Background: an optimization exercise with open tools, aiming at small area and a short achievable clock period. Do not read the settings as production practice. Where RTL was checked, it was by simulation tests only, not by an equivalence proof against the original. The clock port is modelled as an ideal driver, which makes a skipped or thinned clock tree look cheaper than it is; a real chip needs a root buffer or a tree. No activity file was given, so power comes from the tool's default toggle rates.

== north ==
## stopwatch_01
module stopwatch_01(clk,rst,key_reset,key_start_pasue,key_display_stop,hex0,hex1,hex2,hex3,hex4,hex5,hex6,hex7,led0,led1,led2,led3);
Size in the first run: ~590 cells after synthesis, about 83 flip-flops, ~0.0039 mm² of cells after synthesis.
export LEC_CHECK = 0
export ABC_AREA = 1
export CAP_MARGIN = 20
export CORE_MARGIN = 2
export CORE_UTILIZATION = 50
export SETUP_SLACK_MARGIN = 2.85
export SLEW_MARGIN = 20
export SYNTH_HIERARCHICAL = 1
export BUFFER_PORTS_ARGS = -buffer_cell sky130_fd_sc_hd__buf_1
export PRE_CTS_TCL = /design/flow/flow/cts_pre.tcl
create_clock -name core_clock -period 5.0 [get_ports {clk}]
standard.sh (not shown) runs the stock make flow with config.mk's settings and CLKGATE_MAP_FILE= SYNTH_SCRIPT=/design/flow/synth_recipe.tcl, a recipe that flattens the netlist after the stock synthesis.
==> flow/flow/run.sh <==
#!/bin/bash
# The standard ORFS layout with two changes:
#  - port buffers are buf_1 cells (BUFFER_PORTS_ARGS),
#  - the clock is buffered by flow/cts_pre.tcl (four clkbuf_16 from the clock
#    port) in place of TritonCTS.
# The make output of the whole flow goes to flow_make.log here; ORFS keeps each
# step's own log under orfs/logs.
set -euo pipefail
here=$(pwd)
cat >> config.mk <<MK
export BUFFER_PORTS_ARGS = -buffer_cell sky130_fd_sc_hd__buf_1
export PRE_CTS_TCL = $here/flow/cts_pre.tcl
MK
bash standard.sh > flow_make.log 2>&1
Other scripts of this flow, unchanged in this note and not shown: flow/flow/clkbuf.tcl, flow/flow/cts_pre.tcl
Modified inputs, south compared to north
- SETUP_SLACK_MARGIN: 2.85 -> 2.95
Notes after the runs:
north reports its critical path endpoint as s4[1]$_DFF_P_ while south reports s5[1]$_DFF_P_.
Higher final clock period utilization by the worst path goes to north over south.
From north to south, overflow left after global routing did not move at all.
The final critical path time including I/O delays and setup of south is lower than that of north.
Compared with north, in south critical path depth grew by 2; post-route cell area climbed about 1.5%; maximum clock frequency rose by about 4.3%.
Status: overall power parity (north, south)
diff inputs: south => east
- SETUP_SLACK_MARGIN changed from 2.95 to 2.9
Findings:
Route | east vs south | wire longer in east. | time the final worst path needs with I/O delays and setup | east vs south | 0.020 ns higher |. The sequential portion of the cell area of east is higher than that of south. Sort south and east by overall fraction of global-route tracks in use, descending, and south comes first. Compared south against east; part of the power in the clock network within noise. east vs south: static leakage power down slightly. east vs. south: total non-filler cell area in the finished layout shows a reduction of 0.70%; worst setup slack lost 0.020 ns. Comparing east against south, there is no change at all in number of input and output port buffers inserted. | post-layout total power | south vs east | ≈ equal |. Via count of the first global-routing pass, east vs south: down slightly.
In every run of this note, the design's own scripts or RTL, not TritonCTS, make the clock network.

* * *

stopwatch_01, a different RTL version from the one above (not shown whole).
For scale: ~630 cells after synthesis, ~83 flip-flops, ~65 I/O pins, ~4000 um2 of cells after synthesis.
clock: 5.0 ns
lec_check: 0
abc_area: 1
cap_margin: 20
core_margin: 2
core_utilization: 50
setup_slack_margin: 3.1
slew_margin: 20
synth_hierarchical: 1
buffer_ports_args: -buffer_cell sky130_fd_sc_hd__buf_1
pre_cts_tcl: /design/flow/flow/cts_pre.tcl
==> flow/flow/clkbuf.tcl <==
# Clock buffering used in place of TritonCTS: the clock port drives a few
# clock buffers, each driving the flip-flops of one region of the die; the
# regions split the sinks into equal groups, first by x and then by y.
proc clk_split {keyed parts axis} {
  if {$parts <= 1} { return [list $keyed] }
  set keyed [lsort -integer -index $axis $keyed]
  set half [expr {[llength $keyed] / 2}]
  set sub [expr {$parts / 2}]
  set other [expr {1 - $axis}]
  return [concat [clk_split [lrange $keyed 0 [expr {$half - 1}]] $sub $other] \
                 [clk_split [lrange $keyed $half end] $sub $other]]
}

proc insert_clock_buffers {nbuf master_name} {
  set block [ord::get_db_block]
  set db [ord::get_db]
  set clknet [$block findNet clk]
  set master [$db findMaster $master_name]
  set keyed {}
  foreach it [$clknet getITerms] {
    set loc [[$it getInst] getLocation]
    lappend keyed [list [lindex $loc 0] [lindex $loc 1] $it]
  }
  set b 0
  foreach slice [clk_split $keyed $nbuf 0] {
    if {[llength $slice] == 0} continue
    set sx 0; set sy 0
    foreach k $slice { set sx [expr {$sx + [lindex $k 0]}]; set sy [expr {$sy + [lindex $k 1]}] }
    set cx [expr {int($sx / [llength $slice])}]
    set cy [expr {int($sy / [llength $slice])}]
    set inst [odb::dbInst_create $block $master "clkroot_buf_$b"]
    set net [odb::dbNet_create $block "clkroot_net_$b"]
    $net setSigType CLOCK
    foreach k $slice {
      set it [lindex $k 2]
      $it disconnect
      $it connect $net
    }
    [$inst findITerm A] connect $clknet
    [$inst findITerm X] connect $net
    $inst setLocation $cx $cy
    $inst setPlacementStatus PLACED
    incr b
  }
}
==> flow/flow/cts_pre.tcl <==
# Runs at the start of ORFS's CTS step (PRE_CTS_TCL). Instead of TritonCTS's
# two-level tree, the clock port drives four clkbuf_16 cells, each driving the
# flip-flops of one quarter of the die (sinks split by x), so every register's
# clock arrives through one buffer with no deliberate skew.
source [file join [file dirname [info script]] clkbuf.tcl]
insert_clock_buffers 4 sky130_fd_sc_hd__clkbuf_16
rename clock_tree_synthesis tritoncts_unused
proc clock_tree_synthesis {args} {
  set_propagated_clock [all_clocks]
}
Scripts as last shown in full above: flow/flow/run.sh
The starting point finished clean.
Change:
- ABC_AREA: 1 -> default
- SETUP_SLACK_MARGIN: 3.1 -> 3.0
After rerunning: Total power shrinks by 0.61%. Global-route usage increases by 0.29 points. Final cell count is lower by 22%. Design area increases by 6.5%. Die area grows by 1.5%. Utilization went up by 3.5 points. Clock skew barely changes. Setup slack is worse by 340 ps. Area after synthesis increases by 1.6%. Sequential share of layout area goes down by 1.8 points.
Change:
- ABC_AREA: default -> 1
- SETUP_SLACK_MARGIN: 3.0 -> 2.9
Result: Wire length goes down by 13%; combinational power is lower by 29%; via count is higher by 9.9%; synthesized area shrinks by 1.6%.
Change:
- CORE_UTILIZATION: 50 -> 65
- SETUP_SLACK_MARGIN: 2.9 -> 3.0
The changed run completed with no timing, DRC or antenna violations; wire length is higher by 13%; design area grows by 3.9%; total power barely changes; utilization climbs by 20 points; critical path depth shrinks by 4; synthesized area does not change; fmax goes up by about 5%; setup slack improves by 94 ps; hold slack gains 11 ps.
No functional check of the RTL was part of any run of this note. In every run of this note, the design's own scripts or RTL, not TritonCTS, make the clock network.

-- re-timing with driven ports --
In the flow no input, the clock included, has a driving cell. The finished layouts below were timed again as built, in two steps.
Step 1: set_driving_cell puts a clkbuf_16 on clk and a buf_2 on each other input, an assumption about the parent block.
Step 2 adds t to the input delays and takes it off the output delays; t is the mean of the earliest and latest rising clock arrival at the registers after step 1. Input paths then give back, and output paths get back, about the clock's delay inside the block.
a / b / c = ideal / step 1 / step 2; a / b = the first two.
run | t (ns) | setup slack, ns | hold WS [ns] | worst data-port slew with drivers (ns) | pins driven straight from the clock port
north | 0.222 | 2.961 / 2.972 / 2.797 | 0.419 / 0.419 / 0.419 | 0.03 | 4
south | 0.223 | 3.046 / 2.976 / 2.877 | 0.419 / 0.419 / 0.419 | 0.03 | 4
east | 0.223 | 3.025 / 2.963 / 2.856 | 0.419 / 0.419 / 0.419 | 0.03 | 4
the first run of note 2 | 0.222 | 3.132 / 3.067 / 2.939 | 0.413 / 0.413 / 0.413 | 0.09 | 4
the second run of note 2 | 0.231 | 2.796 / 2.832 / 2.606 | 0.419 / 0.419 / 0.419 | 0.06 | 4
the third run of note 2 | 0.222 | 2.969 / 2.958 / 2.804 | 0.412 / 0.412 / 0.412 | 0.05 | 4
the fourth run of note 2 | 0.225 | 3.063 / 2.984 / 2.897 | 0.423 / 0.423 / 0.423 | 0.06 | 4
After both steps setup and hold are still met in every run listed. For the first run of note 2, which loses most, drivers alone change the setup slack by -0.065 ns; drivers and shift together by -0.193 ns.
